This is an optimization exercise on Yosys and OpenROAD, whose aim is small area, a short achievable clock period and few clock cycles per item, not a production implementation.
Where RTL was checked, it was by simulation tests only, not by an equivalence proof against the original.
No functional check of the RTL was part of run 9.
Power figures rest on the tool's default switching activity, not on a simulated workload.

==> flow/design.v <==
module Processor(clk , rst , imem_addr , imem_data , IR , Loaded , Stored , Out , valid) ;
	input clk ;
	input rst ;
	input [15:0] imem_data ;
	output [15:0] imem_addr ;
	output reg valid ;
	output reg [15:0] Out , Stored , Loaded ;
	output reg [15:0] IR ;
	localparam [255:0] RINIT = {
		16'h1984, 16'h3994, 16'h0CDE, 16'h1CBA, 16'h0102, 16'h1A32, 16'h0414, 16'h22DA,
		16'h1C86, 16'h22E0, 16'h0001, 16'h1C3A, 16'h00AA, 16'h0030, 16'h0020, 16'h0010 } ;
	localparam [255:0] MINIT = {
		16'h1984, 16'h0000, 16'h0CDE, 16'h0000, 16'h0102, 16'h1A32, 16'h0000, 16'h22DA,
		16'h0000, 16'h0000, 16'h0000, 16'h1C3A, 16'h00AA, 16'h0000, 16'h0020, 16'h0001 } ;
	reg [15:0] pc ;
	assign imem_addr = pc ;
	reg [255:0] rf ;    
	reg [255:0] dm ;    
	reg rst_q ;
	reg [15:0] IRd ;
	reg [3:0] d_rb ;      
	reg d_sub ;
	reg [15:0] ra_oh , rb_oh ;    
	reg vd ;
	always @(posedge clk) begin
		IRd <= imem_data ;
		d_rb <= (imem_data[15:12] == 4'd6) ? imem_data[11:8] : imem_data[3:0] ;
		d_sub <= (imem_data[15:12] == 4'd1) ;
		ra_oh <= 16'd1 << imem_data[7:4] ;
		rb_oh <= 16'd1 << ((imem_data[15:12] == 4'd6) ? imem_data[11:8] : imem_data[3:0]) ;
		rst_q <= rst ;
		if (rst) begin
			pc <= 16'd0 ;
			vd <= 1'b0 ;
		end else begin
			pc <= pc + 16'd1 ;
			vd <= 1'b1 ;
		end
	end
	wire [3:0] d_op  = IRd[15:12] ;
	wire [3:0] d_rs1 = IRd[7:4] ;
	wire d_and   = (d_op == 4'd2) ;
	wire d_or    = (d_op == 4'd3) ;
	wire d_xor   = (d_op == 4'd4) ;
	wire d_load  = (d_op == 4'd5) ;
	wire d_store = (d_op == 4'd6) ;
	wire d_sum   = !(d_and || d_or || d_xor || d_load || d_store) ;
	reg [15:0] A , Bx ;   
	reg [15:0] IRe ;
	reg ve ;
	reg c_sub , c_and , c_or , c_xor , c_ld , c_st , c_sum ;
	reg ww ;              
	reg [3:0] wrd ;
	wire [15:0] res ;     
	reg [15:0] Am ;       
	reg [15:0] wen ;      
	wire e_wr = ve && !c_st ;    
	wire fwa = e_wr && (IRe[11:8] == d_rs1) ;
	wire fwb = e_wr && (IRe[11:8] == d_rb) ;
	reg [15:0] rda , rdb ;
	integer k ;
	always @* begin
		rda = 16'd0 ;
		rdb = 16'd0 ;
		for (k = 0 ; k < 16 ; k = k + 1) begin
			rda = rda | ({16{ra_oh[k]}} & rf[16*k +: 16]) ;
			rdb = rdb | ({16{rb_oh[k]}} & rf[16*k +: 16]) ;
		end
	end
	wire [15:0] rfa = (ww && wrd == d_rs1) ? Out : rda ;
	wire [15:0] rfb = (ww && wrd == d_rb) ? Out : rdb ;
	wire [15:0] opb = fwb ? res : rfb ;
	always @(posedge clk) begin
		A <= fwa ? res : rfa ;
		Am <= 16'd1 << (fwa ? res[3:0] : rfa[3:0]) ;
		wen <= {16{rst}} | ({16{e_wr}} & (16'd1 << IRe[11:8])) ;
		Bx <= d_sub ? ~opb : opb ;
		IRe <= IRd ;
		c_sub <= d_sub ;
		c_and <= d_and ;
		c_or <= d_or ;
		c_xor <= d_xor ;
		c_sum <= d_sum ;
		c_ld <= d_load && vd && !rst ;
		c_st <= d_store && vd && !rst ;
		ve <= vd && !rst ;
	end
	wire [16:0] sum = {A, 1'b1} + {Bx, c_sub} ;    
	reg [15:0] mrd ;
	integer m ;
	always @* begin
		mrd = 16'd0 ;
		for (m = 0 ; m < 16 ; m = m + 1) mrd = mrd | ({16{Am[m]}} & dm[16*m +: 16]) ;
	end
	assign res = ({16{c_sum}} & sum[16:1]) | ({16{c_and}} & (A & Bx)) | ({16{c_or}} & (A | Bx)) |
	             ({16{c_xor}} & (A ^ Bx)) | ({16{c_ld}} & mrd) | ({16{c_st}} & Bx) ;
	wire [15:0] rf_wd_0 = Out & {16{~rst_q}} ;    
	wire [15:0] rf_wd_1 = Out | {16{rst_q}} ;     
	wire [15:0] dm_wd_0 = Bx & {16{~rst_q}} ;
	wire [15:0] dm_wd_1 = Bx | {16{rst_q}} ;
	genvar gi , gj ;
	generate
		for (gi = 0 ; gi < 16 ; gi = gi + 1) begin : row
			wire rf_en = wen[gi] ;
			wire dm_en = rst_q | (c_st && Am[gi]) ;
			for (gj = 0 ; gj < 16 ; gj = gj + 1) begin : col
				always @(posedge clk) begin
					if (rf_en) rf[16*gi + gj] <= RINIT[16*gi + gj] ? rf_wd_1[gj] : rf_wd_0[gj] ;
					if (dm_en) dm[16*gi + gj] <= MINIT[16*gi + gj] ? dm_wd_1[gj] : dm_wd_0[gj] ;
				end
			end
		end
	endgenerate
	always @(posedge clk) begin
		if (rst) begin
			valid <= 1'b0 ;
			ww <= 1'b0 ;
		end else begin
			valid <= ve ;
			ww <= e_wr ;
		end
		if (rst_q) begin
			Loaded <= 16'd0 ;
			Stored <= 16'd0 ;
		end else begin
			if (c_ld) Loaded <= mrd ;
			if (c_st) Stored <= Bx ;
		end
		wrd <= IRe[11:8] ;
		IR <= IRe ;
		Out <= res ;
	end
endmodule
==> flow/run.sh <==
#!/bin/bash
# synth_recipe.tcl (not shown) runs the flow's synth.tcl, then flattens the netlist and writes it again
# the make line also repeats each setting of config.mk as NAME=value (left out here)
make -C /OpenROAD-flow-scripts/flow DESIGN_CONFIG=/design/flow/config.mk WORK_HOME=/design/flow/orfs CLKGATE_MAP_FILE= SYNTH_SCRIPT=/design/flow/synth_recipe.tcl finish
==> flow/config.mk <==
export PLATFORM = sky130hd
export DESIGN_NAME = Processor
export DESIGN_NICKNAME = Processor
export VERILOG_FILES = /design/flow/design.v
export SDC_FILE = /design/flow/constraint.sdc
export NUM_CORES = 4
export LEC_CHECK = 0
export CAP_MARGIN = 20
export CORE_MARGIN = 2
export CORE_UTILIZATION = 68
export CTS_CLUSTER_DIAMETER = 70
export CTS_CLUSTER_SIZE = 20
export SETUP_SLACK_MARGIN = 3.7
export SLEW_MARGIN = 20
==> flow/constraint.sdc <==
create_clock -name core_clock -period 6.0 [get_ports {clk}]
set_input_delay 1.2000 -clock core_clock [delete_from_list [all_inputs] [get_ports {clk}]]
set_output_delay 1.2000 -clock core_clock [all_outputs]
set_load 0.01 [all_outputs]
==> results of run 1 <==
placed cells by master, fill, tap and decap left out, types with 35 or more instances in the layout:
cell type	netlist	routed
a21oi_1	47	41
a221oi_1	96	87
a22o_1	96	96
a22oi_1	201	201
buf_2	27	50
buf_4	0	98
clkbuf_16	0	43
dfxtp_1	225	110
dfxtp_2	0	71
dfxtp_4	0	44
edfxtp_1	512	512
inv_1	50	47
nand2_1	90	87
nand3_1	57	56
nand4_1	39	39
nor2_1	138	135
o21ai_0	36	35
metrics by stage:
stage,util (%),instances
6_report,77.3,2790
3_5_place_dp,72.0,2650
3_3_place_gp,72.0,2650
2_1_floorplan,-,2131
5_1_grt,77.3,2790
4_1_cts,76.2,2772
layer usage:
metal / vias up / global-route usage [%]
met5: - / 0
met4: 0 / 19.6
met3: 410 / 9.64
met2: 1756 / 62.7
met1: 9764 / 51.2
li1: 8410 / -
Yosys cell counts (all sizes together) (29+ instances only):
cell type  instances
edfxtp           512
dfxtp            225
a22oi            201
nor2             142
clkbuf           120
a221oi           105
a22o              96
nand2             90
nand3             58
o21ai             53
inv               50
a21oi             48
nand4             39
buf               37
or2               36
xnor2             34
ha                33
nor3              29
power groups by stage:
stage	Sequential [uW]	Combinational, uW	Clock [uW]
finish	6970	2530	2970
global route	7020	2670	3140
floorplan	6770	1330	0
detailed placement	7030	1980	0
global placement	7000	1940	0
CTS	6940	2270	2970
logic make-up after synthesis:
| family | Yosys count | share of synthesized area (%) |
|---|---|---|
| flip-flops | 737 | 68.9 |
| XOR/XNOR | 51 | 1.55 |
| multiplexers | 32 | 1.17 |
| AO/OA/AOI/OAI | 587 | 15.7 |
| adder cells (fa/ha/maj) | 34 | 1.50 |
| buffers and inverters | 209 | 2.87 |
| AND/OR/NAND/NOR | 481 | 8.31 |
area by class of cell:
type / instances / share of cell area [%]
inverter: 52 / 0.614
multi-input combinational: 1186 / 26.6
tap: 539 / 2.08
timing repair buffer: 199 / 4.77
sequential: 737 / 62.1
clock buffer: 72 / 3.69
clock inverter: 5 / 0.112
worst paths after layout:
check / start / end / cells past startpoint
hold / removal: IRd[11]$_DFF_P_ / IRe[11]$_DFF_P_ / 0
setup reg to reg: Bx[0]$_DFF_P_ / Bx[15]$_DFF_P_ / 8
hold reg to reg: IRd[11]$_DFF_P_ / IRe[11]$_DFF_P_ / 0
setup / recovery: Bx[0]$_DFF_P_ / Bx[15]$_DFF_P_ / 8
worst max-delay path: cells and delay by family, from the launching register on:
kind / cells / cell delay, ps
AO/OA/AOI/OAI: 5 / 1220
adder cells (fa/ha/maj): 1 / 430
AND/OR/NAND/NOR: 1 / 80
XOR/XNOR: 1 / 140
flip-flops: 1 / 370
flip-flops by register name (all words and copies together) (netlist names), 3 cells and up:
name	count
Loaded	16
Out	16
Bx	16
pc	16
IRe	16
Am	16
wen	16
dm	256
A	16
Stored	16
ra_oh	16
rb_oh	16
d_rb	4
rf	256
IR	13
IRd	16
wrd	3
timing repair:
item                                    in CTS  in global routing
resized for setup                          539                 86
hold buffers                                 0                  0
endpoints found under the setup margin     201                148
cloned                                       1                  0
pin swaps                                   19                 31
setup buffers                               44                 18
==> reports/metrics.yaml, run 1 <==
outcome: "finished clean"
power_density_mw_per_mm2: 385
whs_ps: 327
hp-class: "reg2reg"
antenna_left: 0
synthFlopType: "edfxtp_1"
io_pins: 99
critPathKind: "reg2reg"
placed_area_sq_mm: 0.0302
antennaDiodeCount: 0
max_clock_freq_mhz: 422
critPathMaxFanout: 4
post-route-period-util_pct: 39.5
fp.coreArea_sq_mm: 0.0419
cts_root_buffer: "clkbuf_16"
syn_avg_cell_area_sq_um: 13.5
regArea_sq_mm: 0.0201
pwr-share-seq_pct: 55.9
tns_ps: 0
dpl.hpwl_microns: 50000
grt_util_all_layers_pct: 39.4
first_pass_iters: 7
relSlewSlack_pct: 16.0
fillers: 2566
p_leak_uw: 0.0117
top_layer: "met4"
max_slew.worst_pin.slew_ps: 1260
drt-met1-wl_microns: 29700
fin_nets: 2271
clkPwrFrac_pct: 23.8
crit_chain: "fa_2, a21oi_4, o211ai_1, a2111oi_1, nor3_1, o211ai_1, o21ai_1, xnor2_1"
start_util_pct: 68.8
ys.warnings.count: 1
ys_types: 69
cts_sinks: 737
dp_slack_ps: 3110
via_per_inst: 7.29
synthArstFlopShare_pct: 0
worst_ep_required_time_ps: 6470
dieArea_sq_mm: 0.0441
grt_max_degree: 73
cts_tree: "built"
die_h_microns: 210
worstSetupStartpointType: "register"
fin_ws_ps: 3630
cp-end-kind: "register"
die_w_microns: 210
final_area_sq_mm: 0.0324
syn_inst: 2131
drtIter0Drc: 3089
drv_slew: 0
drive_gt1_share_pct: 21.9
rows: 75
grt_pass1_wl_microns: 126000
crit_slowest_cell: "fa_2"
drcViolationCount: 0
peakVddDrop_mv: 0.304
wire_per_inst_microns: 31.3
areaGrowthSynthToFinish_pct: 12.3
path_clk_slew_ps: 80
met3WireLength_microns: 12200
totalPowerFinal_uw: 12500
setup_viol: 0
grt_pass1_vias: 19800
antenna_found_initial: 0
rsz0062_at_grt: "true"
htreeDepth: 2
cts_buffer_depth: 3
yosysSeqAreaShare_pct: 68.9
sw_frac_of_total_pct: 29.3
hold_viol_final: 0
gp_congestion: 0.934
portBuffers: 98
wl_met2_microns: 40100
routed_wl_microns: 87200
drv_cap: 0
min_period_ps: 2370
r2r_slack_ps: 3630
synth_area_leader_cell: "edfxtp_1"
cp_data_arrival_time_ps: 2840
slowest_delay_ps: 430
finClkSkew_ps: 14.5
synth_nets: 2183
cpMostUsedCell: "o211ai_1"
cts_made_buffers: 43
multi_input_area_sq_mm: 0.00862
p_switching_uw: 3650
ys_seq_elements: 737
share_comb_of_total_power_pct: 20.3
synth_edf_count: 512
clock_latency_ps: 600
syn_area_sq_mm: 0.0289
grt_overflow_total: 0
synth_area_leaders: "edfxtp_1 (53%), dfxtp_1 (16%), a22oi_1 (5.2%), a221oi_1 (2.9%), a22o_1 (2.9%)"
intPower_uw: 8820
vias: 20300
synth_top_area_share_pct: 53.3
Testbench counts, summed over its fixed seeds: cycles 3,216, instrs 3,200.
==> run 2, diff against run 1 <==
--- a/flow/config.mk
+++ b/flow/config.mk
@@ -8,7 +8,8 @@
 export CAP_MARGIN = 20
 export CORE_MARGIN = 2
-export CORE_UTILIZATION = 68
-export CTS_CLUSTER_DIAMETER = 70
-export CTS_CLUSTER_SIZE = 20
+export CORE_UTILIZATION = 65
+export CTS_BUF_LIST = sky130_fd_sc_hd__clkbuf_8
+export CTS_CLUSTER_DIAMETER = 50
+export CTS_CLUSTER_SIZE = 12
 export SETUP_SLACK_MARGIN = 3.7
 export SLEW_MARGIN = 20
==> reports/metrics.yaml, run 2 <==
max_slew.worst_pin.slew_ps: 1230
cts_sinks: 737
sw_frac_of_total_pct: 30.2
rsz0062_at_grt: "true"
worstSetupStartpointType: "register"
antennaDiodeCount: 0
relSlewSlack_pct: 17.8
grt_pass1_wl_microns: 126000
post-route-period-util_pct: 40.8
cts_root_buffer: "clkbuf_8"
final_cell_mix: "edfxtp_1 (512), a22oi_1 (201), nor2_1 (136)"
die_h_microns: 215
antenna_found_initial: 1
hold_viol_final: 0
placed_area_sq_mm: 0.0302
intPower_uw: 8770
critPathKind: "reg2out"
crit_chain: "buf_6"
vias: 20300
cts_buffer_depth: 3
syn_area_sq_mm: 0.0289
power_density_mw_per_mm2: 379
synth_top_area_share_pct: 53.3
crit_slowest_cell: "dfxtp_4"
peakVddDrop_mv: 0.354
gp_congestion: 0.939
setup_viol: 0
place_inst: 2701
critPathMaxFanout: 4
ys_seq_elements: 737
mostFrequentLayoutCell: "edfxtp_1"
reg2regPathDepth: 9
rows: 77
drive_gt1_share_pct: 24.2
synth_edf_count: 512
syn_avg_cell_area_sq_um: 13.5
cp-end-kind: "primary output"
antenna_left: 0
first_pass_iters: 7
p_switching_uw: 3790
via_per_inst: 6.97
outcome: "finished clean"
synth.most_common_cell: "edfxtp_1"
cts_tree: "built"
clock_latency_ps: 690
htreeDepth: 3
drtIter0Drc: 2919
finClkSkew_ps: 44.9
pwr-share-seq_pct: 55.2
portBuffers: 98
r2r_slack_ps: 3610
wire_per_inst_microns: 30.2
dieArea_sq_mm: 0.0461
grt_pass1_vias: 19800
cp_data_arrival_time_ps: 1250
die_w_microns: 215
holdCritStartpoint: "IRe[7]$_DFF_P_"
reg2reg_to: "A[14]$_DFF_P_"
yosys-top-cells-count: "edfxtp_1 (512), dfxtp_1 (225), a22oi_1 (201), nor2_1 (138), clkbuf_1 (119)"
ys.warnings.count: 1
final_cells: 2909
synth_area_leaders: "edfxtp_1 (53%), dfxtp_1 (16%), a22oi_1 (5.2%), a221oi_1 (2.9%), a22o_1 (2.9%)"
path_clk_slew_ps: 90
clkPwrFrac_pct: 23.4
worst-path-buf-inv: 1
grt_max_degree: 67
slowest_delay_ps: 420
dpl.hpwl_microns: 50400
cpLargestDelayFamily: "flip-flops"
grt_overflow_total: 0
final_area_sq_mm: 0.0331
reg_top3: "dm (256), rf (256)"
cts_made_buffers: 72
drv_slew: 0
areaGrowthSynthToFinish_pct: 14.9
synthFlopType: "edfxtp_1"
io_pins: 99
synth_nets: 2183
min_path_cells: 0
drv_cap: 0
syn_inst: 2131
share_comb_of_total_power_pct: 21.4
r2r_start: "Bx[1]$_DFF_P_"
ys_types: 69
yosysSeqAreaShare_pct: 68.9
hold-path-endpoint: "IR[7]$_DFF_P_"
fp.coreArea_sq_mm: 0.0440
worst_ep_required_time_ps: 4800
fin_nets: 2314
p_leak_uw: 0.0121
routed_wl_microns: 87900
drcViolationCount: 0
min_period_ps: 2450
grt_util_all_layers_pct: 37.5
hp-class: "reg2reg"
ctsHoldBuffers: 0
tns_ps: 0
synthArstFlopShare_pct: 0
synth_area_leader_cell: "edfxtp_1"
start_util_pct: 65.5
max_clock_freq_mhz: 409
==> run 2: final cells by class <==
| cell class | instances | area [sq um] |
|---|---|---|
| inverters | 52 | 204 |
| multi-input cells | 1187 | 8790 |
| clock inverters | 50 | 228 |
| repair buffers | 212 | 1960 |
| well taps | 592 | 741 |
| flip-flops and latches | 737 | 20100 |
| fillers | 2825 | 10900 |
| clock buffers | 79 | 1090 |
==> run 2: power by group through the flow <==
| stage | combinational (uW) | clock, uW | sequential, uW |
|---|---|---|---|
| detailed placement | 2040 | 0 | 6990 |
| CTS | 2360 | 2950 | 6900 |
| finish | 2690 | 2940 | 6930 |
| global route | 2840 | 3160 | 6980 |
| global placement | 2000 | 0 | 6970 |
| floorplan | 1330 | 0 | 6770 |
==> run 2: how the worst max path moves through the flow <==
stage	from	endpoint	slack [ps]	depth (start not counted)
after floorplan	Bx[13]$_DFF_P_	A[14]$_DFF_P_	3710	10
after global placement	rst	vd$_DFF_P_	3140	2
after detailed placement	rst	wen[11]$_DFF_P_	3080	3
after CTS	Out[14]$_DFF_P_	Out[14]	3540	1
after global routing	Bx[1]$_DFF_P_	A[14]$_DFF_P_	3520	9
final	Out[14]$_DFF_P_	Out[14]	3550	1
==> run 2: kinds of logic (layout without fill, tap and decap cells) <==
group / Yosys count / count (layout) / share of synthesized area [%]
xor gates and xnor gates: 51 / 51 / 1.55
AOI/OAI and AO/OA: 587 / 587 / 15.7
and+or+nand+nor: 481 / 483 / 8.31
muxes: 32 / 32 / 1.17
buffers and inverters: 209 / 393 / 2.87
adders and majority gates: 34 / 34 / 1.50
DFF: 737 / 737 / 68.9
==> run 2: layer usage <==
layer  up-vias  global-route usage (%)  wire length, microns
li1       8505                       -                     -
met1      9786                    47.8                 30600
met2      1633                    60.7                 41100
met3       356                    8.07                 11200
met4         0                    19.7                  5070
met5         -                       0                     0
==> run 2: timing repair <==
item                       CTS  global route
gates resized for setup    597           110
pin swaps                   22            39
setup buffers               43            34
setup endpoints to repair  138           157
gates cloned                 1             1
==> run 2: per-stage QoR <==
stage          util, %  worst slack [ps]  total power [uW]  hold slack (ps)
5_1_grt           75.3              3520             13000              331
6_report          75.3              3550             12600              313
3_5_place_dp      68.7              3080              9030              313
4_1_cts           73.7              3540             12200              318
2_1_floorplan        -              3710              8100              310
3_3_place_gp      68.7              3140              8970              311
==> run 3, diff against run 2 <==
--- a/flow/config.mk
+++ b/flow/config.mk
@@ -9,7 +9,6 @@
 export CORE_MARGIN = 2
 export CORE_UTILIZATION = 65
-export CTS_BUF_LIST = sky130_fd_sc_hd__clkbuf_8
-export CTS_CLUSTER_DIAMETER = 50
-export CTS_CLUSTER_SIZE = 12
+export CTS_CLUSTER_DIAMETER = 80
+export CTS_CLUSTER_SIZE = 25
 export SETUP_SLACK_MARGIN = 3.7
 export SLEW_MARGIN = 20
==> reports/metrics.yaml, run 3 <==
syn_area_sq_mm: 0.0289
die_h_microns: 215
use_met3_pct: 7.38
path_clk_slew_ps: 100
synthFlopType: "edfxtp_1"
wire_per_inst_microns: 30.7
synthArstFlopShare_pct: 0
synth_top_area_share_pct: 53.3
setup_viol: 0
grt_overflow_total: 0
drcViolationCount: 0
synth_area_leader_cell: "edfxtp_1"
cp_data_arrival_time_ps: 2900
cts_made_buffers: 36
reg2regPathDepth: 9
mostFrequentLayoutCell: "edfxtp_1"
drv_cap: 0
regArea_sq_mm: 0.0201
via_per_inst: 7.05
cts_tree: "built"
max_clock_freq_mhz: 416
drive_gt1_share_pct: 22.7
rows: 77
synth.most_common_cell: "edfxtp_1"
start_util_pct: 65.5
cts_root_buffer: "clkbuf_16"
grt_util_met1_pct: 48.6
synth_edf_count: 512
outcome: "finished clean"
grt_pass1_vias: 19400
min_path_cells: 0
die_w_microns: 215
finClkSkew_ps: 24.6
max_slew.worst_pin.slew_ps: 1240
cp-end-kind: "register"
synth_area_leaders: "edfxtp_1 (53%), dfxtp_1 (16%), a22oi_1 (5.2%), a221oi_1 (2.9%), a22o_1 (2.9%)"
relSlewSlack_pct: 17.2
routed_wl_microns: 87000
yosys-top-cells-count: "edfxtp_1 (512), dfxtp_1 (225), a22oi_1 (201), nor2_1 (138), clkbuf_1 (119)"
syn_inst: 2131
fp.coreArea_sq_mm: 0.0440
syn_avg_cell_area_sq_um: 13.5
whs_ps: 316
peakVddDrop_mv: 0.391
first_pass_iters: 7
cts_buffer_depth: 3
io_pins: 99
grt-busiest-layer: "met2"
multi_input_area_sq_mm: 0.00875
post-route-period-util_pct: 40.1
yosysSeqAreaShare_pct: 68.9
worstSetupStartpointType: "register"
critPathKind: "reg2reg"
synth_nets: 2183
grtUsageMet2_pct: 60.9
antenna_found_initial: 1
ys.warnings.count: 1
htreeDepth: 2
rsz0062_at_grt: "true"
dpl.hpwl_microns: 50400
critPathMaxFanout: 5
gp_congestion: 0.939
drv_slew: 0
grt_util_all_layers_pct: 37.4
p_leak_uw: 0.0116
tns_ps: 0
grt_max_degree: 67
min_period_ps: 2400
fillers: 2890
cts_sinks: 737
r2r_slack_ps: 3600
final_util_pct: 73.8
drtIter0Drc: 2821
reg2reg_to: "A[14]$_DFF_P_"
power_density_mw_per_mm2: 378
final_cell_mix: "edfxtp_1 (512), a22oi_1 (201), nor2_1 (133)"
reg_top3: "dm (256), rf (256)"
ys_seq_elements: 737
holdCritStartpoint: "IRd[2]$_DFF_P_"
hp-class: "reg2reg"
vias: 19900
areaGrowthSynthToFinish_pct: 12.6
dieArea_sq_mm: 0.0461
hold_viol_final: 0
grt_pass1_wl_microns: 126000
clock_latency_ps: 590
r2r_start: "Bx[1]$_DFF_P_"
portBuffers: 98
antenna_left: 0
worst_ep_required_time_ps: 6490
ys_types: 69
fin_nets: 2269
hold-path-endpoint: "IRe[2]$_DFF_P_"
antennaDiodeCount: 0
-- run 3: stage by stage --
stage / cell area (sq um) / std cells / setup WS, ps / power, uW
after floorplan: 28900 / 2131 / 3710 / 8100
after global placement: 30200 / 2701 / 3140 / 8970
after detailed placement: 30200 / 2701 / 3080 / 9030
after CTS: 31900 / 2807 / 3630 / 12000
after global routing: 32500 / 2830 / 3540 / 12700
final: 32500 / 2830 / 3600 / 12300
-- run 3: worst max-delay path, cell delays in order, from the launching register on --
cell,delay [ps]
dfxtp_4,390
inv_4,40
ha_4,220
o211ai_1,370
o21ai_4,120
o211ai_1,300
nand2_1,140
or3_1,330
a31o_1,240
a21o_1,160
-- run 3: logic make-up (layout without fill, tap and decap cells) --
group / count (synthesis) / count (layout) / share of synthesized area, %
simple gates: 481 / 483 / 8.31
flops: 737 / 737 / 68.9
buf+inv: 209 / 314 / 2.87
mux: 32 / 32 / 1.17
compound gates: 587 / 587 / 15.7
fa+ha+maj: 34 / 34 / 1.50
xor+xnor: 51 / 51 / 1.55
-- run 3: how the worst max path moves through the flow --
stage / slack (ps) / end / from / cells after the start
6_report: 3600 / A[14]$_DFF_P_ / Bx[1]$_DFF_P_ / 9
4_1_cts: 3630 / A[14]$_DFF_P_ / A[0]$_DFF_P_ / 9
2_1_floorplan: 3710 / A[14]$_DFF_P_ / Bx[13]$_DFF_P_ / 10
3_3_place_gp: 3140 / vd$_DFF_P_ / rst / 2
5_1_grt: 3540 / A[14]$_DFF_P_ / Bx[1]$_DFF_P_ / 9
3_5_place_dp: 3080 / wen[11]$_DFF_P_ / rst / 3
-- run 3: repair_timing --
item,CTS,global route
endpoints found under the setup margin,138,108
pin swaps,20,27
hold buffers,0,0
resized for setup,553,104
setup buffers,45,23
gates cloned,2,0
-- run 3: area by class of cell --
cell class | count | share of cell area [%]
flip-flops and latches | 737 | 62.0
multi-input cells | 1187 | 26.9
repair buffers | 203 | 4.93
clock buffers | 55 | 3.09
well taps | 592 | 2.28
inverters | 52 | 0.632
clock inverters | 4 | 0.131
-- run 3: power breakdown --
group          switching [uW]  total (uW)  internal, uW  leakage [uW]
registers                 531        6930          6400       0.00703
logic                    1560        2630          1070       0.00410
clock network            1540        2730          1180      0.000503
-- run 3: routing by layer --
layer	part of all wire (%)	wire length, microns
met1	35	30700
met2	46	40400
met3	12	10700
met4	6.1	5290
met5	0	0
==> run 4, diff against run 3 <==
--- a/flow/config.mk
+++ b/flow/config.mk
@@ -11,4 +11,5 @@
 export CTS_CLUSTER_DIAMETER = 80
 export CTS_CLUSTER_SIZE = 25
+export GPL_ROUTABILITY_DRIVEN = 0
 export SETUP_SLACK_MARGIN = 3.7
 export SLEW_MARGIN = 20
==> reports/metrics.yaml, run 4 <==
reg2regPathDepth: 9
holdCritStartpoint: "IRd[0]$_DFF_P_"
final_cell_mix: "edfxtp_1 (512), a22oi_1 (201), nor2_1 (134)"
ctsHoldBuffers: 0
cp_data_arrival_time_ps: 1140
grt_util_all_layers_pct: 37.5
worst_ep_required_time_ps: 4800
final_area_sq_mm: 0.0326
critPathKind: "reg2out"
cp-end-kind: "primary output"
synth_area_leader_cell: "edfxtp_1"
rsz0062_at_grt: "true"
p_leak_uw: 0.0117
wire_per_inst_microns: 31.0
reg_top3: "dm (256), rf (256)"
drtIter0Drc: 3036
grt_max_degree: 72
synth_compound_area_share_pct: 15.7
slowest_delay_ps: 430
dpl.hpwl_microns: 50700
clkPwrFrac_pct: 22.5
start_util_pct: 65.5
dieArea_sq_mm: 0.0461
max_clock_freq_mhz: 428
r2r_slack_ps: 3680
final_cells: 2834
antenna_found_initial: 4
grt_pass1_vias: 19600
synthFlopType: "edfxtp_1"
drv_slew: 0
cpLargestDelayFamily: "flip-flops"
share_comb_of_total_power_pct: 21.4
synth_area_leaders: "edfxtp_1 (53%), dfxtp_1 (16%), a22oi_1 (5.2%), a221oi_1 (2.9%), a22o_1 (2.9%)"
fp.coreArea_sq_mm: 0.0440
cts_tree: "built"
intPower_uw: 8700
pwr-share-seq_pct: 56.1
setup_viol: 0
grt_overflow_total: 0
synth_fa_ha_area_share_pct: 1.50
synth_nets: 2183
hold_viol_final: 0
ys_types: 69
hp-class: "reg2reg"
yosys-top-cells-count: "edfxtp_1 (512), dfxtp_1 (225), a22oi_1 (201), nor2_1 (138), clkbuf_1 (119)"
totalPowerFinal_uw: 12400
syn_area_sq_mm: 0.0289
reg2reg_to: "A[14]$_DFF_P_"
r2r_start: "Bx[0]$_DFF_P_"
p_switching_uw: 3670
grt_pass1_wl_microns: 127000
place_inst: 2707
first_pass_iters: 10
min_path_cells: 0
placed_area_sq_mm: 0.0303
syn_avg_cell_area_sq_um: 13.5
synthArstFlopShare_pct: 0
peakVddDrop_mv: 0.361
tns_ps: 0
synthMuxAreaShare_pct: 1.17
cts_root_buffer: "clkbuf_16"
syn_inst: 2131
routed_wl_microns: 87900
cts_buffer_depth: 3
path_clk_slew_ps: 100
ys.warnings.count: 1
synth_top_family_by_area: "compound AO/OA/AOI/OAI gates"
relSlewSlack_pct: 19.0
post-route-period-util_pct: 39.0
power_density_mw_per_mm2: 380
max_slew.worst_pin.slew_ps: 1210
die_h_microns: 215
worstSetupStartpointType: "register"
crit_slowest_cell: "dfxtp_4"
mostFrequentLayoutCell: "edfxtp_1"
fin_nets: 2271
vias: 20200
drcViolationCount: 0
io_pins: 99
rows: 77
synth_edf_count: 512
areaGrowthSynthToFinish_pct: 12.9
synth_top_area_share_pct: 53.3
die_w_microns: 215
critPathMaxFanout: 5
cts_sinks: 737
finClkSkew_ps: 16.3
cts_made_buffers: 37
min_period_ps: 2340
yosysSeqAreaShare_pct: 68.9
yosys.area_share.xor_xnor_pct: 1.55
yosys.area_share.simple_pct: 8.31
hold-path-endpoint: "IRe[0]$_DFF_P_"
crit_chain: "buf_6"
ys_seq_elements: 737
drive_gt1_share_pct: 22.9
sw_frac_of_total_pct: 29.7
via_per_inst: 7.11
outcome: "finished clean"
drv_cap: 0
htreeDepth: 2
portBuffers: 98
synth.most_common_cell: "edfxtp_1"
worst-path-buf-inv: 1
clock_latency_ps: 590
antenna_left: 0
run 4: cell families after synthesis:
group / count (synthesis)
adders and majority gates: 34
AOI/OAI and AO/OA: 587
buffers and inverters: 209
xor gates and xnor gates: 51
muxes: 32
and+or+nand+nor: 481
DFF: 737
run 4: through the flow:
| stage | setup WS [ps] | hold WS [ps] | utilization [%] |
|---|---|---|---|
| final | 3660 | 321 | 74.0 |
| after global routing | 3580 | 324 | 74.0 |
| after CTS | 3630 | 322 | 72.5 |
| after detailed placement | 3070 | 312 | 68.8 |
| after global placement | 3130 | 310 | 68.8 |
| after floorplan | 3710 | 310 | - |
run 4: how the worst max path moves through the flow:
| stage | start | endpoint | cells after the start |
|---|---|---|---|
| 2_1_floorplan | Bx[13]$_DFF_P_ | A[14]$_DFF_P_ | 10 |
| 3_3_place_gp | rst | vd$_DFF_P_ | 2 |
| 3_5_place_dp | imem_data[12] | rb_oh[8]$_SDFF_PN0_ | 5 |
| 4_1_cts | Out[5]$_DFF_P_ | Out[5] | 1 |
| 5_1_grt | Bx[0]$_DFF_P_ | Bx[15]$_DFF_P_ | 10 |
| 6_report | Out[5]$_DFF_P_ | Out[5] | 1 |
run 4: power by group through the flow:
stage / clock network [uW] / registers [uW] / logic (uW)
6_report: 2790 / 6940 / 2650
2_1_floorplan: 0 / 6770 / 1330
3_3_place_gp: 0 / 6960 / 2000
3_5_place_dp: 0 / 6980 / 2050
5_1_grt: 2960 / 6990 / 2810
4_1_cts: 2800 / 6890 / 2360
run 4: repair_timing:
| item | 4_1_cts | 5_1_grt |
|---|---|---|
| cloned | 1 | 1 |
| pin swaps | 23 | 27 |
| buffers inserted | 44 | 19 |
| gates resized for setup | 547 | 106 |
| endpoints found under the setup margin | 140 | 148 |
run 4: area by class of cell:
cell class,count,area [sq um]
diodes,1,2.50
inverters,52,205
clock buffers,53,986
multi-input cells,1187,8840
fillers,2882,11500
flip-flops and latches,737,20100
clock inverters,8,103
repair buffers,204,1580
well taps,592,741
run 4: routing by layer:
metal | track usage [%] | routed length [microns] | vias up
met5 | 0 | 0 | -
met1 | 47.0 | 30100 | 9696
li1 | - | - | 8404
met2 | 60.9 | 41300 | 1619
met3 | 9.86 | 11100 | 437
met4 | 18.4 | 5380 | 0
==> run 5, diff against run 4 <==
--- a/flow/config.mk
+++ b/flow/config.mk
@@ -12,4 +12,4 @@
 export CTS_CLUSTER_SIZE = 25
 export GPL_ROUTABILITY_DRIVEN = 0
-export SETUP_SLACK_MARGIN = 3.7
+export SETUP_SLACK_MARGIN = 3.8
 export SLEW_MARGIN = 20
==> reports/metrics.yaml, run 5 <==
outcome: "finished clean"
yosys.area_share.xor_xnor_pct: 1.55
final_cells: 2874
antenna_found_initial: 1
min_path_cells: 0
final_cell_mix: "edfxtp_1 (512), a22oi_1 (201), nor2_1 (130)"
holdCritStartpoint: "IRe[2]$_DFF_P_"
min_period_ps: 2400
peakVddDrop_mv: 0.427
crit_start: "A[1]$_DFF_P_"
synth_top_area_share_pct: 53.3
reg2regPathDepth: 11
yosys-top-cells-count: "edfxtp_1 (512), dfxtp_1 (225), a22oi_1 (201), nor2_1 (138), clkbuf_1 (119)"
synth_top_family_by_area: "compound AO/OA/AOI/OAI gates"
max_slew.worst_pin.slew_ps: 1210
io_pins: 99
cp_data_arrival_time_ps: 2890
start_util_pct: 65.5
antennaDiodeCount: 0
dieArea_sq_mm: 0.0461
ys.warnings.count: 1
synth_area_leader_cell: "edfxtp_1"
synth_fa_ha_area_share_pct: 1.50
cts_sinks: 737
critPathKind: "reg2reg"
path_clk_slew_ps: 90
synth_edf_count: 512
cts_made_buffers: 36
die_h_microns: 215
yosys.area_share.simple_pct: 8.31
htreeDepth: 2
relSlewSlack_pct: 19.3
ctsHoldBuffers: 0
power_density_mw_per_mm2: 377
rsz0062_at_grt: "true"
first_pass_iters: 6
antenna_left: 0
worst_ep_required_time_ps: 6490
synth_compound_area_share_pct: 15.7
reg_top3: "dm (256), rf (256)"
worstSetupStartpointType: "register"
place_inst: 2714
r2r_start: "A[1]$_DFF_P_"
fin_nets: 2310
wire_per_inst_microns: 31.6
mostFrequentLayoutCell: "edfxtp_1"
grt_pass1_wl_microns: 131000
vias: 20500
portBuffers: 98
drv_slew: 0
p_leak_uw: 0.0120
tns_ps: 0
grt_util_met1_pct: 47.9
post-route-period-util_pct: 39.9
ys_types: 69
routed_wl_microns: 91000
rows: 77
drtIter0Drc: 3090
hp-class: "reg2reg"
grt_max_degree: 66
via_per_inst: 7.12
cp-end-kind: "register"
synthFlopType: "edfxtp_1"
synth_nets: 2183
setup_viol: 0
drv_cap: 0
max_clock_freq_mhz: 418
drcViolationCount: 0
synthArstFlopShare_pct: 0
fp.coreArea_sq_mm: 0.0440
cts_tree: "built"
dpl.hpwl_microns: 51600
die_w_microns: 215
clock_latency_ps: 600
grt-busiest-layer: "met2"
critPathMaxFanout: 4
grt_util_all_layers_pct: 38.9
drive_gt1_share_pct: 26.2
grtUsageMet2_pct: 62.3
grt_overflow_total: 0
syn_avg_cell_area_sq_um: 13.5
synthMuxAreaShare_pct: 1.17
synth.most_common_cell: "edfxtp_1"
use_met3_pct: 11.0
hold_viol_final: 0
synth_area_leaders: "edfxtp_1 (53%), dfxtp_1 (16%), a22oi_1 (5.2%), a221oi_1 (2.9%), a22o_1 (2.9%)"
cts_root_buffer: "clkbuf_16"
hold-path-endpoint: "IR[2]$_DFF_P_"
syn_inst: 2131
yosysSeqAreaShare_pct: 68.9
reg2reg_to: "A[14]$_DFF_P_"
grt_pass1_vias: 20200
syn_area_sq_mm: 0.0289
cts_buffer_depth: 3
areaGrowthSynthToFinish_pct: 16.1
ys_seq_elements: 737
r2r_slack_ps: 3600
finClkSkew_ps: 20.7
[run 5: cell counts after synthesis]
Identical to the previous run, type by type.
[run 5: kinds of logic after synthesis]
| group | count (synthesis) |
|---|---|
| xor gates and xnor gates | 51 |
| buffers and inverters | 209 |
| DFF | 737 |
| muxes | 32 |
| AOI/OAI and AO/OA | 587 |
| adders and majority gates | 34 |
| and+or+nand+nor | 481 |
[run 5: cell type report]
cell class,instances,area (sq um)
clock buffers,56,1020
clock inverters,6,68.8
fillers,2658,10500
inverters,52,214
multi-input cells,1187,9040
flip-flops and latches,737,20100
well taps,592,741
repair buffers,244,2260
[run 5: worst max path at each step]
stage,end,slack (ps)
floorplan,rb_oh[0]$_SDFF_PP0_,3710
global placement,vd$_DFF_P_,3110
detailed placement,wen[11]$_DFF_P_,3060
CTS,Out[11],3660
global route,A[14]$_DFF_P_,3500
finish,A[14]$_DFF_P_,3600
[run 5: worst max-delay path, cell delays in order (launching register included)]
cell and delay (ps):
dfxtp_2 360, inv_2 50, ha_4 260, o211ai_1 250, buf_4 180, o21ai_4 80
o211ai_1 170, buf_4 170, nand2_2 50, or3_1 310, a31o_1 240, a21o_1 150
[run 5: routing by layer]
layer | part of all wire, % | vias to the layer above
li1 | - | 8482
met1 | 34 | 9883
met2 | 46 | 1653
met3 | 13 | 455
met4 | 6.9 | 2
met5 | 0.019 | -
[run 5: metrics by stage]
step / instance area (sq um) / setup WS [ps] / power (uW) / util, % / hold WS, ps
6_report: 33500 / 3600 / 12600 / 76.1 / 329
5_1_grt: 33500 / 3500 / 13000 / 76.1 / 332
4_1_cts: 32900 / 3660 / 12300 / 74.8 / 331
3_5_place_dp: 30300 / 3060 / 9070 / 68.9 / 312
3_3_place_gp: 30300 / 3110 / 9000 / 68.9 / 310
2_1_floorplan: 28900 / 3710 / 8120 / - / 310
[run 5: timing repair]
action	4_1_cts	5_1_grt
pin swaps	44	43
gates resized for setup	684	102
endpoints found under the hold margin	0	0
cloned	2	0
endpoints found under the setup margin	241	279
setup buffers	76	20
[run 5: power by group]
part	switching, uW	internal (uW)
sequential	518	6410
clock	1550	1240
combinational	1720	1180
==> run 6, diff against run 5 <==
--- a/flow/config.mk
+++ b/flow/config.mk
@@ -12,4 +12,4 @@
 export CTS_CLUSTER_SIZE = 25
 export GPL_ROUTABILITY_DRIVEN = 0
-export SETUP_SLACK_MARGIN = 3.8
+export SETUP_SLACK_MARGIN = 3.65
 export SLEW_MARGIN = 20
==> reports/metrics.yaml, run 6 <==
outcome: "finished clean"
ys_types: 69
hold-path-endpoint: "IRe[0]$_DFF_P_"
finClkSkew_ps: 14.7
worst_ep_required_time_ps: 6450
tns_ps: 0
wire_per_inst_microns: 30.9
yosysSeqAreaShare_pct: 68.9
post-route-period-util_pct: 39.6
die_h_microns: 215
r2r_start: "rb_oh[5]$_SDFF_PP0_"
dpl.hpwl_microns: 50700
htreeDepth: 2
dieArea_sq_mm: 0.0461
drive_gt1_share_pct: 21.7
start_util_pct: 65.5
max_slew.worst_pin.slew_ps: 1290
cp_data_arrival_time_ps: 2830
cts_sinks: 737
yosys.area_share.simple_pct: 8.31
ys_seq_elements: 737
cp-end-kind: "register"
grt_pass1_vias: 19500
p_leak_uw: 0.0115
worstSetupStartpointType: "register"
rsz0062_at_grt: "true"
antennaDiodeCount: 0
dp_slack_ps: 3070
synth_edf_count: 512
synthFlopType: "edfxtp_1"
reg_top3: "dm (256), rf (256)"
grtUsageMet2_pct: 61.1
min_period_ps: 2380
syn_inst: 2131
ys.warnings.count: 1
use_met3_pct: 9.46
fp.coreArea_sq_mm: 0.0440
hp-class: "reg2reg"
reg2reg_to: "Bx[14]$_DFF_P_"
power_density_mw_per_mm2: 380
final_cells: 2821
reg2regPathDepth: 7
cts_tree: "built"
routed_wl_microns: 87100
antenna_found_initial: 4
rows: 77
synth_area_leaders: "edfxtp_1 (53%), dfxtp_1 (16%), a22oi_1 (5.2%), a221oi_1 (2.9%), a22o_1 (2.9%)"
cts_root_buffer: "clkbuf_16"
synthArstFlopShare_pct: 0
via_per_inst: 7.09
vias: 20000
synth_top_family_by_area: "compound AO/OA/AOI/OAI gates"
drcViolationCount: 0
fin_nets: 2259
synth_compound_area_share_pct: 15.7
syn_avg_cell_area_sq_um: 13.5
fillers: 2924
clock_latency_ps: 580
portBuffers: 98
drtIter0Drc: 3025
final_cell_mix: "edfxtp_1 (512), a22oi_1 (201), nor2_1 (136)"
synth_top_area_share_pct: 53.3
drv_cap: 0
grt_util_met1_pct: 47.2
grt_util_all_layers_pct: 37.5
synth_area_leader_cell: "edfxtp_1"
synth_fa_ha_area_share_pct: 1.50
cts_made_buffers: 37
drv_slew: 0
mostFrequentLayoutCell: "edfxtp_1"
path_clk_slew_ps: 90
relSlewSlack_pct: 13.9
synth_nets: 2183
first_pass_iters: 6
antenna_left: 0
fin_ws_ps: 3620
cts_buffer_depth: 3
grt_overflow_total: 0
critPathKind: "reg2reg"
syn_area_sq_mm: 0.0289
yosys-top-cells-count: "edfxtp_1 (512), dfxtp_1 (225), a22oi_1 (201), nor2_1 (138), clkbuf_1 (119)"
holdCritStartpoint: "IRd[0]$_DFF_P_"
min_path_cells: 0
grt_pass1_wl_microns: 127000
io_pins: 99
synthMuxAreaShare_pct: 1.17
areaGrowthSynthToFinish_pct: 11.7
max_clock_freq_mhz: 421
grt_max_degree: 72
yosys.area_share.xor_xnor_pct: 1.55
peakVddDrop_mv: 0.346
grt-busiest-layer: "met2"
synth.most_common_cell: "edfxtp_1"
hold_viol_final: 0
r2r_slack_ps: 3620
critPathMaxFanout: 16
place_inst: 2707
die_w_microns: 215
setup_viol: 0
[run 6: what timing repair did]
item | CTS | global route
setup endpoints to repair | 130 | 93
hold buffers | 0 | 0
resized for setup | 458 | 122
buffers inserted | 38 | 14
pin swaps | 15 | 22
gates cloned | 1 | 0
[run 6: worst max path at each step]
stage | startpoint | to | slack [ps] | cells past startpoint
global route | Bx[8]$_DFF_P_ | Bx[11]$_DFF_P_ | 3580 | 9
global placement | rst | vd$_DFF_P_ | 3130 | 2
finish | rb_oh[5]$_SDFF_PP0_ | Bx[14]$_DFF_P_ | 3620 | 7
CTS | Out[5]$_DFF_P_ | Out[5] | 3490 | 1
detailed placement | imem_data[12] | rb_oh[8]$_SDFF_PN0_ | 3070 | 5
floorplan | Bx[13]$_DFF_P_ | A[14]$_DFF_P_ | 3710 | 10
[run 6: through the flow]
| stage | hold slack [ps] | cell area [sq um] | utilization [%] | power [uW] |
|---|---|---|---|---|
| 3_3_place_gp | 310 | 30300 | 68.8 | 8960 |
| 4_1_cts | 322 | 31800 | 72.2 | 11900 |
| 5_1_grt | 330 | 32200 | 73.2 | 12600 |
| 3_5_place_dp | 312 | 30300 | 68.8 | 9030 |
| 2_1_floorplan | 310 | 28900 | - | 8100 |
| 6_report | 325 | 32200 | 73.2 | 12200 |
[run 6: layout make-up]
cell class	count	area (sq um)	share of cell area, %
Sequential cell	737	20100	62.4
Clock buffer	53	986	3.06
Inverter	52	198	0.614
Timing Repair Buffer	193	1370	4.24
Clock inverter	8	103	0.318
Tap cell	592	741	2.30
Multi-Input combinational cell	1186	8720	27.1
[run 6: report_power, final]
group / switching, uW / total (uW) / internal (uW)
Clock: 1560 / 2790 / 1220
Sequential: 517 / 6920 / 6410
Combinational: 1550 / 2530 / 973
[run 6: cell families after synthesis]
group	Yosys count
buffers and inverters	209
AOI/OAI and AO/OA	587
DFF	737
muxes	32
and+or+nand+nor	481
adders and majority gates	34
xor gates and xnor gates	51
[run 6: routing by layer]
metal / share of wire [%] / routed length [microns]
met5: 0 / 0
met4: 5.8 / 5010
met3: 12 / 10800
met2: 47 / 40900
met1: 35 / 30400
[run 6: critical path: stages (launching register included)]
cell and delay, ps:
dfxtp_1 1180, a22oi_1 230, nand2_1 130, nor3_2 80
a211oi_1 330, a211oi_1 90, o21ai_1 110, xnor2_1 80
==> run 7, diff against run 6 <==
--- a/flow/config.mk
+++ b/flow/config.mk
@@ -8,8 +8,8 @@
 export CAP_MARGIN = 20
 export CORE_MARGIN = 2
-export CORE_UTILIZATION = 65
+export CORE_UTILIZATION = 62
 export CTS_CLUSTER_DIAMETER = 80
 export CTS_CLUSTER_SIZE = 25
 export GPL_ROUTABILITY_DRIVEN = 0
-export SETUP_SLACK_MARGIN = 3.65
+export SETUP_SLACK_MARGIN = 3.7
 export SLEW_MARGIN = 20
==> reports/metrics.yaml, run 7 <==
synthFlopType: "edfxtp_1"
final_cells: 2861
drv_slew: 0
hp-class: "reg2reg"
first_pass_iters: 9
multi_input_area_sq_mm: 0.00882
mostFrequentLayoutCell: "edfxtp_1"
ys.warnings.count: 1
vias: 19900
max_slew.worst_pin.slew_ps: 1230
cts_made_buffers: 36
areaGrowthSynthToFinish_pct: 13.2
cts_buffer_depth: 3
grt_max_degree: 60
synth.most_common_cell: "edfxtp_1"
cp_data_arrival_time_ps: 2910
dieArea_sq_mm: 0.0483
crit_start: "Bx[3]$_DFF_P_"
portBuffers: 98
crit_slowest_cell: "dfxtp_4"
cp-end-kind: "register"
outcome: "finished clean"
critPathMaxFanout: 5
cts_root_buffer: "clkbuf_16"
grt_pass1_wl_microns: 127000
synth_top_area_share_pct: 53.3
final_cell_mix: "edfxtp_1 (512), a22oi_1 (201), nor2_1 (132)"
place_inst: 2724
rsz0062_at_grt: "true"
yosys-top-cells-count: "edfxtp_1 (512), dfxtp_1 (225), a22oi_1 (201), nor2_1 (138), clkbuf_1 (119)"
post-route-period-util_pct: 41.0
drcViolationCount: 0
cpMostUsedCell: "buf_4"
routed_wl_microns: 88400
path_clk_slew_ps: 90
synth_edf_count: 512
drtIter0Drc: 2857
finClkSkew_ps: 13.6
synth_nets: 2183
setup_viol: 0
critPathKind: "reg2reg"
relSlewSlack_pct: 18.1
syn_inst: 2131
fin_nets: 2281
die_h_microns: 220
totalPowerFinal_uw: 12400
crit_chain: "inv_1, ha_4, o211ai_1, buf_4, o21ai_4, o211ai_1, buf_4, buf_4, and2_1, a41oi_2, o21ai_1, xnor2_1"
power_density_mw_per_mm2: 380
io_pins: 99
worst-path-buf-inv: 4
start_util_pct: 62.4
r2r_start: "Bx[3]$_DFF_P_"
fillers: 3165
worstSetupStartpointType: "register"
drv_cap: 0
drive_gt1_share_pct: 23.0
holdCritStartpoint: "IRe[0]$_DFF_P_"
htreeDepth: 2
fp.coreArea_sq_mm: 0.0463
fin_ws_ps: 3540
synthArstFlopShare_pct: 0
ys_seq_elements: 737
max_clock_freq_mhz: 407
die_w_microns: 220
dp_slack_ps: 3090
worst_ep_required_time_ps: 6450
clock_latency_ps: 590
via_per_inst: 6.97
cts_sinks: 737
tns_ps: 0
hold_viol_final: 0
yosysSeqAreaShare_pct: 68.9
ys_types: 69
grt_util_all_layers_pct: 36.5
min_period_ps: 2460
rows: 79
regArea_sq_mm: 0.0201
antennaDiodeCount: 0
antenna_found_initial: 0
dpl.hpwl_microns: 50700
wire_per_inst_microns: 30.9
synth_area_leaders: "edfxtp_1 (53%), dfxtp_1 (16%), a22oi_1 (5.2%), a221oi_1 (2.9%), a22o_1 (2.9%)"
reg_top3: "dm (256), rf (256)"
grt_pass1_vias: 19400
cpLargestDelayFamily: "compound AO/OA/AOI/OAI gates"
synth_area_leader_cell: "edfxtp_1"
antenna_left: 0
cts_tree: "built"
grt_overflow_total: 0
syn_avg_cell_area_sq_um: 13.5
slowest_delay_ps: 380
syn_area_sq_mm: 0.0289
peakVddDrop_mv: 0.365
p_leak_uw: 0.0117
-- run 7: cell counts after synthesis --
No cell type changed its count.
-- run 7: power breakdown --
group,internal (uW),switching [uW]
Combinational,1080,1590
Sequential,6400,537
Clock,1250,1550
Total,8740,3670
-- run 7: area by class of cell --
cell class | instances | area share (%)
clock buffer | 57 | 3.16
clock inverter | 6 | 0.207
inverter | 52 | 0.628
multi-input combinational | 1187 | 27.0
sequential | 737 | 61.6
tap | 607 | 2.32
timing repair buffer | 215 | 5.12
-- run 7: logic make-up (layout without fill, tap and decap cells) --
family	count (synthesis)	after routing	share of synthesized area (%)
compound gates	587	587	15.7
xor+xnor	51	51	1.55
fa+ha+maj	34	34	1.50
buf+inv	209	330	2.87
flops	737	737	68.9
mux	32	32	1.17
simple gates	481	483	8.31
-- run 7: metal layers --
| layer | vias up | track usage [%] | routed length [microns] |
|---|---|---|---|
| met5 | - | 0 | 0 |
| met4 | 0 | 15.6 | 4010 |
| met3 | 328 | 9.83 | 11100 |
| met2 | 1534 | 60.6 | 42300 |
| met1 | 9637 | 45.3 | 31000 |
| li1 | 8430 | - | - |
-- run 7: final timing paths --
path	end	slack (ps)	depth (start not counted)
min reg2reg	IR[0]$_DFF_P_	330	0
min	IR[0]$_DFF_P_	330	0
max	Bx[14]$_DFF_P_	3540	12
max reg2reg	Bx[14]$_DFF_P_	3540	12
-- run 7: repair_timing --
action	in CTS	in global routing
pin swaps	20	32
setup endpoints to repair	151	115
gates cloned	2	0
hold buffers	0	0
buffers inserted	53	19
gates resized for setup	540	98
-- run 7: metrics by stage --
step                      cell area, sq um  util, %  hold WS (ps)
after floorplan                      28900        -           310
after global placement               30300     65.5           311
after detailed placement             30300     65.5           314
after CTS                            32100     69.4           331
after global routing                 32700     70.6           338
final                                32700     70.6           331
==> run 8, diff against run 7 <==
--- a/flow/config.mk
+++ b/flow/config.mk
@@ -8,7 +8,7 @@
 export CAP_MARGIN = 20
 export CORE_MARGIN = 2
-export CORE_UTILIZATION = 62
-export CTS_CLUSTER_DIAMETER = 80
-export CTS_CLUSTER_SIZE = 25
+export CORE_UTILIZATION = 65
+export CTS_CLUSTER_DIAMETER = 90
+export CTS_CLUSTER_SIZE = 28
 export GPL_ROUTABILITY_DRIVEN = 0
 export SETUP_SLACK_MARGIN = 3.7
==> reports/metrics.yaml, run 8 <==
first_pass_iters: 7
hold-path-endpoint: "IRe[0]$_DFF_P_"
grt_util_all_layers_pct: 37.1
cts_sinks: 737
wire_per_inst_microns: 30.8
die_w_microns: 215
crit_chain: "buf_6"
drv_cap: 0
vias: 20100
antenna_found_initial: 2
dieArea_sq_mm: 0.0461
mostFrequentLayoutCell: "edfxtp_1"
drv_slew: 0
placed_area_sq_mm: 0.0303
setup_viol: 0
reg2reg_to: "A[14]$_DFF_P_"
grt_pass1_wl_microns: 126000
synth_edf_count: 512
io_pins: 99
hp-class: "reg2reg"
worst-path-buf-inv: 1
synth_top_family_by_area: "compound AO/OA/AOI/OAI gates"
hold_viol_final: 0
synthMuxAreaShare_pct: 1.17
min_period_ps: 2380
max_clock_freq_mhz: 419
synth_compound_area_share_pct: 15.7
areaGrowthSynthToFinish_pct: 14.2
cts_tree: "built"
worst_ep_required_time_ps: 4800
grt_pass1_vias: 19400
critPathKind: "reg2out"
peakVddDrop_mv: 0.351
antenna_left: 0
worstSetupStartpointType: "register"
yosys-top-cells-count: "edfxtp_1 (512), dfxtp_1 (225), a22oi_1 (201), nor2_1 (138), clkbuf_1 (119)"
critPathMaxFanout: 5
drtIter0Drc: 2888
dp_slack_ps: 3070
cts_buffer_depth: 3
power_density_mw_per_mm2: 372
syn_avg_cell_area_sq_um: 13.5
fp.coreArea_sq_mm: 0.0440
slowest_delay_ps: 430
yosys.area_share.xor_xnor_pct: 1.55
fin_nets: 2282
die_h_microns: 215
synth_top_area_share_pct: 53.3
yosys.area_share.simple_pct: 8.31
htreeDepth: 1
drcViolationCount: 0
dpl.hpwl_microns: 50700
reg2regPathDepth: 9
synth_nets: 2183
synth.most_common_cell: "edfxtp_1"
finClkSkew_ps: 21.0
min_path_cells: 0
reg_top3: "dm (256), rf (256)"
holdCritStartpoint: "IRd[0]$_DFF_P_"
cts_root_buffer: "clkbuf_16"
p_leak_uw: 0.0118
grt_overflow_total: 0
grt_max_degree: 72
via_per_inst: 7.07
fin_ws_ps: 3620
drive_gt1_share_pct: 23.6
whs_ps: 326
rsz0062_at_grt: "true"
synth_fa_ha_area_share_pct: 1.50
cts_made_buffers: 31
path_depth: 1
cp-end-kind: "primary output"
synthArstFlopShare_pct: 0
synth_area_leader_cell: "edfxtp_1"
post-route-period-util_pct: 39.7
antennaDiodeCount: 0
routed_wl_microns: 87600
ys_seq_elements: 737
r2r_slack_ps: 3660
yosysSeqAreaShare_pct: 68.9
ys.warnings.count: 1
synthFlopType: "edfxtp_1"
final_cell_mix: "edfxtp_1 (512), a22oi_1 (201), nor2_1 (134)"
portBuffers: 98
cpLargestDelayFamily: "flip-flops"
tns_ps: 0
syn_inst: 2131
rows: 77
clock_latency_ps: 630
max_slew.worst_pin.slew_ps: 1210
synth_area_leaders: "edfxtp_1 (53%), dfxtp_1 (16%), a22oi_1 (5.2%), a221oi_1 (2.9%), a22o_1 (2.9%)"
start_util_pct: 65.5
relSlewSlack_pct: 19.0
ys_types: 69
crit_slowest_cell: "dfxtp_4"
outcome: "finished clean"
r2r_start: "Bx[1]$_DFF_P_"
path_clk_slew_ps: 110
syn_area_sq_mm: 0.0289
final_area_sq_mm: 0.0330
cp_data_arrival_time_ps: 1180
-- run 8: cell counts after synthesis --
Identical to the previous run, type by type.
-- run 8: per-layer routing --
| metal | wire, microns | share of wire (%) | global-route usage [%] |
|---|---|---|---|
| met1 | 30300 | 35 | 47.4 |
| met2 | 41000 | 47 | 61.2 |
| met3 | 10700 | 12 | 7.73 |
| met4 | 5540 | 6.3 | 17.4 |
| met5 | 69 | 0.079 | 1.15 |
-- run 8: cell families (layout without fill, tap and decap cells) --
| family | Yosys count | count (layout) |
|---|---|---|
| and+or+nand+nor | 481 | 483 |
| AOI/OAI and AO/OA | 587 | 587 |
| xor gates and xnor gates | 51 | 51 |
| muxes | 32 | 32 |
| adders and majority gates | 34 | 34 |
| buffers and inverters | 209 | 330 |
| DFF | 737 | 737 |
-- run 8: worst max-delay path by stage --
stage / from / end / slack [ps]
after floorplan: Bx[13]$_DFF_P_ / A[14]$_DFF_P_ / 3710
after global placement: rst / vd$_DFF_P_ / 3130
after detailed placement: imem_data[12] / rb_oh[8]$_SDFF_PN0_ / 3070
after CTS: Out[5]$_DFF_P_ / Out[5] / 3610
after global routing: Bx[1]$_DFF_P_ / A[14]$_DFF_P_ / 3580
final: Out[5]$_DFF_P_ / Out[5] / 3620
-- run 8: final cells by class --
class / instances / area, sq um
clock inverters: 8 / 120
inverters: 52 / 205
flip-flops and latches: 737 / 20100
fillers: 2803 / 11100
clock buffers: 49 / 886
well taps: 592 / 741
repair buffers: 221 / 2040
multi-input cells: 1187 / 8830
-- run 8: what timing repair did --
item / in CTS / in global routing
pin swaps: 21 / 31
setup endpoints to repair: 134 / 135
hold buffers: 0 / 0
resized for setup: 599 / 117
buffers inserted: 44 / 35
gates cloned: 1 / 1
-- run 8: report_power, final --
group	internal, uW	switching [uW]
Clock	1140	1510
Sequential	6400	528
Combinational	1100	1570
-- run 8: metrics by stage --
| step | util (%) | power (uW) | instances |
|---|---|---|---|
| after floorplan | - | 8100 | 2131 |
| after global placement | 68.8 | 8960 | 2707 |
| after CTS | 73.0 | 11900 | 2809 |
| final | 74.9 | 12300 | 2846 |
| after detailed placement | 68.8 | 9030 | 2707 |
| after global routing | 74.9 | 12700 | 2846 |
==> run 9, diff against run 8 <==
--- a/flow/design.v
+++ b/flow/design.v
@@ -50,9 +50,6 @@
 	reg ve ;
 	reg c_sub , c_and , c_or , c_xor , c_ld , c_st , c_sum ;
-	reg ww ;              
-	reg [3:0] wrd ;
 	wire [15:0] res ;     
 	reg [15:0] Am ;       
-	reg [15:0] wen ;      
 	wire e_wr = ve && !c_st ;    
 	wire fwa = e_wr && (IRe[11:8] == d_rs1) ;
@@ -68,11 +65,10 @@
 		end
 	end
-	wire [15:0] rfa = (ww && wrd == d_rs1) ? Out : rda ;
-	wire [15:0] rfb = (ww && wrd == d_rb) ? Out : rdb ;
+	wire [15:0] rfa = rda ;
+	wire [15:0] rfb = rdb ;
 	wire [15:0] opb = fwb ? res : rfb ;
 	always @(posedge clk) begin
 		A <= fwa ? res : rfa ;
 		Am <= 16'd1 << (fwa ? res[3:0] : rfa[3:0]) ;
-		wen <= {16{rst}} | ({16{e_wr}} & (16'd1 << IRe[11:8])) ;
 		Bx <= d_sub ? ~opb : opb ;
 		IRe <= IRd ;
@@ -95,6 +91,6 @@
 	assign res = ({16{c_sum}} & sum[16:1]) | ({16{c_and}} & (A & Bx)) | ({16{c_or}} & (A | Bx)) |
 	             ({16{c_xor}} & (A ^ Bx)) | ({16{c_ld}} & mrd) | ({16{c_st}} & Bx) ;
-	wire [15:0] rf_wd_0 = Out & {16{~rst_q}} ;    
-	wire [15:0] rf_wd_1 = Out | {16{rst_q}} ;     
+	wire [15:0] rf_wd_0 = res & {16{~rst_q}} ;    
+	wire [15:0] rf_wd_1 = res | {16{rst_q}} ;     
 	wire [15:0] dm_wd_0 = Bx & {16{~rst_q}} ;
 	wire [15:0] dm_wd_1 = Bx | {16{rst_q}} ;
@@ -102,5 +98,5 @@
 	generate
 		for (gi = 0 ; gi < 16 ; gi = gi + 1) begin : row
-			wire rf_en = wen[gi] ;
+			wire rf_en = rst_q | (e_wr && IRe[11:8] == gi) ;
 			wire dm_en = rst_q | (c_st && Am[gi]) ;
 			for (gj = 0 ; gj < 16 ; gj = gj + 1) begin : col
@@ -113,11 +109,8 @@
 	endgenerate
 	always @(posedge clk) begin
-		if (rst) begin
+		if (rst)
 			valid <= 1'b0 ;
-			ww <= 1'b0 ;
-		end else begin
+		else
 			valid <= ve ;
-			ww <= e_wr ;
-		end
 		if (rst_q) begin
 			Loaded <= 16'd0 ;
@@ -127,5 +120,4 @@
 			if (c_st) Stored <= Bx ;
 		end
-		wrd <= IRe[11:8] ;
 		IR <= IRe ;
 		Out <= res ;
--- a/flow/config.mk
+++ b/flow/config.mk
@@ -9,7 +9,6 @@
 export CORE_MARGIN = 2
 export CORE_UTILIZATION = 65
-export CTS_CLUSTER_DIAMETER = 90
-export CTS_CLUSTER_SIZE = 28
-export GPL_ROUTABILITY_DRIVEN = 0
+export CTS_CLUSTER_DIAMETER = 70
+export CTS_CLUSTER_SIZE = 20
 export SETUP_SLACK_MARGIN = 3.7
 export SLEW_MARGIN = 20
==> reports/metrics.yaml, run 9 <==
cts_root_buffer: "clkbuf_16"
slowest_delay_ps: 390
relSlewSlack_pct: 9.91
sw_frac_of_total_pct: 30.8
die_h_microns: 212
cp-end-kind: "register"
grt_max_degree: 52
synth_edf_count: 512
fin_nets: 2211
antenna_left: 0
syn_avg_cell_area_sq_um: 14.0
htreeDepth: 2
yosys-top-cells-count: "edfxtp_1 (512), dfxtp_1 (208), a22oi_1 (181), nor2_1 (114), a221oi_1 (110)"
synthFlopType: "edfxtp_1"
gp_congestion: 0.979
fp.coreArea_sq_mm: 0.0429
cts_tree: "built"
reg_top3: "dm (256), rf (256)"
cp_data_arrival_time_ps: 2960
dpl.hpwl_microns: 48900
cts_buffer_depth: 3
final_area_sq_mm: 0.0328
rsz0062_at_grt: "true"
holdCritStartpoint: "IRd[11]$_DFF_P_"
tns_ps: 0
portBuffers: 98
synth_area_leaders: "edfxtp_1 (55%), dfxtp_1 (15%), a22oi_1 (4.8%), a221oi_1 (3.4%), a22o_1 (3.3%)"
r2r_slack_ps: 3410
post-route-period-util_pct: 43.2
routed_wl_microns: 86700
io_pins: 99
r2r_start: "Bx[0]$_DFF_P_"
mostFrequentLayoutCell: "edfxtp_1"
syn_area_sq_mm: 0.0281
p_leak_uw: 0.0119
min_period_ps: 2590
p_switching_uw: 4330
drcViolationCount: 0
peakVddDrop_mv: 0.274
drtIter0Drc: 3014
hold_viol_final: 0
reg2reg_to: "rf[79]$_DFFE_PP_"
ys.warnings.count: 1
die_w_microns: 212
dieArea_sq_mm: 0.0449
synth_top_area_share_pct: 54.8
synthArstFlopShare_pct: 0
clock_latency_ps: 610
grt_overflow_total: 0
finClkSkew_ps: 17.7
max_clock_freq_mhz: 385
drv_slew: 0
cts_sinks: 720
worst_ep_required_time_ps: 6360
crit_chain: "fa_2, a21o_1, a22o_1, o211ai_1, a311o_1, o211ai_4, nor2b_4, buf_4, buf_12"
syn_inst: 2012
setup_viol: 0
pwr-share-seq_pct: 50.8
min_path_cells: 0
drv_cap: 0
clkPwrFrac_pct: 21.0
rows: 76
outcome: "finished clean"
cts_made_buffers: 42
totalPowerFinal_uw: 14000
critPathKind: "reg2reg"
yosysSeqAreaShare_pct: 69.6
synth_area_leader_cell: "edfxtp_1"
ys_types: 76
path_clk_slew_ps: 80
grt_pass1_wl_microns: 123000
worst-path-buf-inv: 2
vias: 19800
grt_pass1_vias: 19100
synth_nets: 2064
worstSetupStartpointType: "register"
reg2regPathDepth: 9
max_slew.worst_pin.slew_ps: 1350
power_density_mw_per_mm2: 427
start_util_pct: 65.5
ctsHoldBuffers: 0
via_per_inst: 7.14
wire_per_inst_microns: 31.2
antenna_found_initial: 2
placed_area_sq_mm: 0.0296
final_cell_mix: "edfxtp_1 (512), a22oi_1 (181), dfxtp_1 (128)"
synth.most_common_cell: "edfxtp_1"
hp-class: "reg2reg"
grt_util_all_layers_pct: 38.0
hold-path-endpoint: "IRe[11]$_DFF_P_"
crit_slowest_cell: "fa_2"
critPathMaxFanout: 8
intPower_uw: 9700
drive_gt1_share_pct: 26.8
areaGrowthSynthToFinish_pct: 17.0
first_pass_iters: 8
ys_seq_elements: 720
share_comb_of_total_power_pct: 28.2
cpLargestDelayFamily: "compound AO/OA/AOI/OAI gates"
-- run 9: repair_timing --
| action | in CTS | in global routing |
|---|---|---|
| pin swaps | 42 | 45 |
| setup endpoints to repair | 932 | 407 |
| gates resized for setup | 588 | 115 |
| setup buffers | 82 | 26 |
| hold endpoints to repair | 0 | 0 |
| gates cloned | 7 | 3 |
-- run 9: final cells by class --
cell class,instances,area [sq um]
fillers,2633,10100
well taps,585,732
flip-flops and latches,720,19700
diodes,1,2.50
clock inverters,5,31.3
clock buffers,72,1230
multi-input cells,1091,8840
repair buffers,242,2040
inverters,62,269
-- run 9: logic make-up after synthesis --
logic type               share of synthesized area [%]
AO/OA/AOI/OAI                                     16.0
XOR/XNOR                                          1.25
adder cells (fa/ha/maj)                           1.54
buffers and inverters                             3.14
flip-flops                                        69.6
multiplexers                                     0.918
AND/OR/NAND/NOR                                   7.51
-- run 9: through the flow --
stage	utilization, %	setup slack (ps)	hold slack (ps)	cells
after floorplan	-	3610	310	2012
after global routing	76.5	3350	331	2777
after CTS	74.8	3450	317	2748
after global placement	68.9	2910	310	2581
after detailed placement	68.9	2820	312	2582
final	76.5	3410	313	2778
-- run 9: layer usage --
| layer | vias to the layer above | global-route usage, % | wire length [microns] |
|---|---|---|---|
| li1 | 8157 | - | - |
| met1 | 9621 | 47.2 | 29500 |
| met2 | 1648 | 62.7 | 40900 |
| met3 | 418 | 9.69 | 11300 |
| met4 | 2 | 18.4 | 4930 |
| met5 | - | 0 | 13 |
-- run 9: power groups by stage --
| stage | Clock [uW] | Combinational [uW] | Sequential [uW] |
|---|---|---|---|
| floorplan | 0 | 1710 | 6970 |
| global placement | 0 | 2530 | 7150 |
| detailed placement | 0 | 2580 | 7180 |
| CTS | 2960 | 3420 | 7070 |
| global route | 3130 | 4110 | 7180 |
| finish | 2950 | 3960 | 7120 |
-- run 9: worst max-delay path by stage --
stage                   from                end  depth (start not counted)
2_1_floorplan   A[0]$_DFF_P_  rf[123]$_DFFE_PP_                          7
3_3_place_gp    c_st$_DFF_P_     Bx[14]$_DFF_P_                          6
3_5_place_dp    c_st$_DFF_P_     Bx[14]$_DFF_P_                          6
4_1_cts        Bx[0]$_DFF_P_   rf[31]$_DFFE_PP_                          9
5_1_grt        Bx[0]$_DFF_P_      Bx[7]$_DFF_P_                         10
6_report       Bx[0]$_DFF_P_   rf[79]$_DFFE_PP_                          9

[what the ideal ports hide]
No port has a modelled driver above. Below, the same layouts with a new extraction and two added sets of constraints. Step 1: set_driving_cell puts a clkbuf_16 on clk and a buf_2 on each other input, an assumption about the parent block. Step 2 moves the port delays by t, midway between the first and last clock arrival at a register: inputs arrive t later, outputs are due t later. That takes back most of the time a late clock gives input paths. a / b / c = ideal ports / drivers / drivers and shift; a / b = the first two.
run | shift t [ns] | slack for setup (ns) | worst setup path after step 2 | worst register clock-pin slew, ns
run 1 | 0.655 | 3.630 / 3.618 / 3.123 | input to register | 0.09 / 0.09
run 2 | 0.728 | 3.555 / 3.497 / 3.056 | input to register | 0.09 / 0.09
run 3 | 0.645 | 3.597 / 3.589 / 3.129 | input to register | 0.10 / 0.10
run 4 | 0.641 | 3.662 / 3.601 / 3.245 | input to register | 0.10 / 0.10
run 5 | 0.651 | 3.605 / 3.592 / 3.326 | input to register | 0.10 / 0.10
run 6 | 0.637 | 3.624 / 3.608 / 3.124 | input to register | 0.10 / 0.10
run 7 | 0.641 | 3.541 / 3.541 / 3.099 | input to register | 0.10 / 0.10
run 8 | 0.680 | 3.615 / 3.559 / 3.118 | input to register | 0.11 / 0.11
run 9 | 0.657 | 3.405 / 3.405 / 3.238 | input to register | 0.09 / 0.09
After both steps setup and hold are still met in every run listed. For run 1, which loses most, drivers alone change the setup slack by -0.012 ns; drivers and shift together by -0.507 ns.
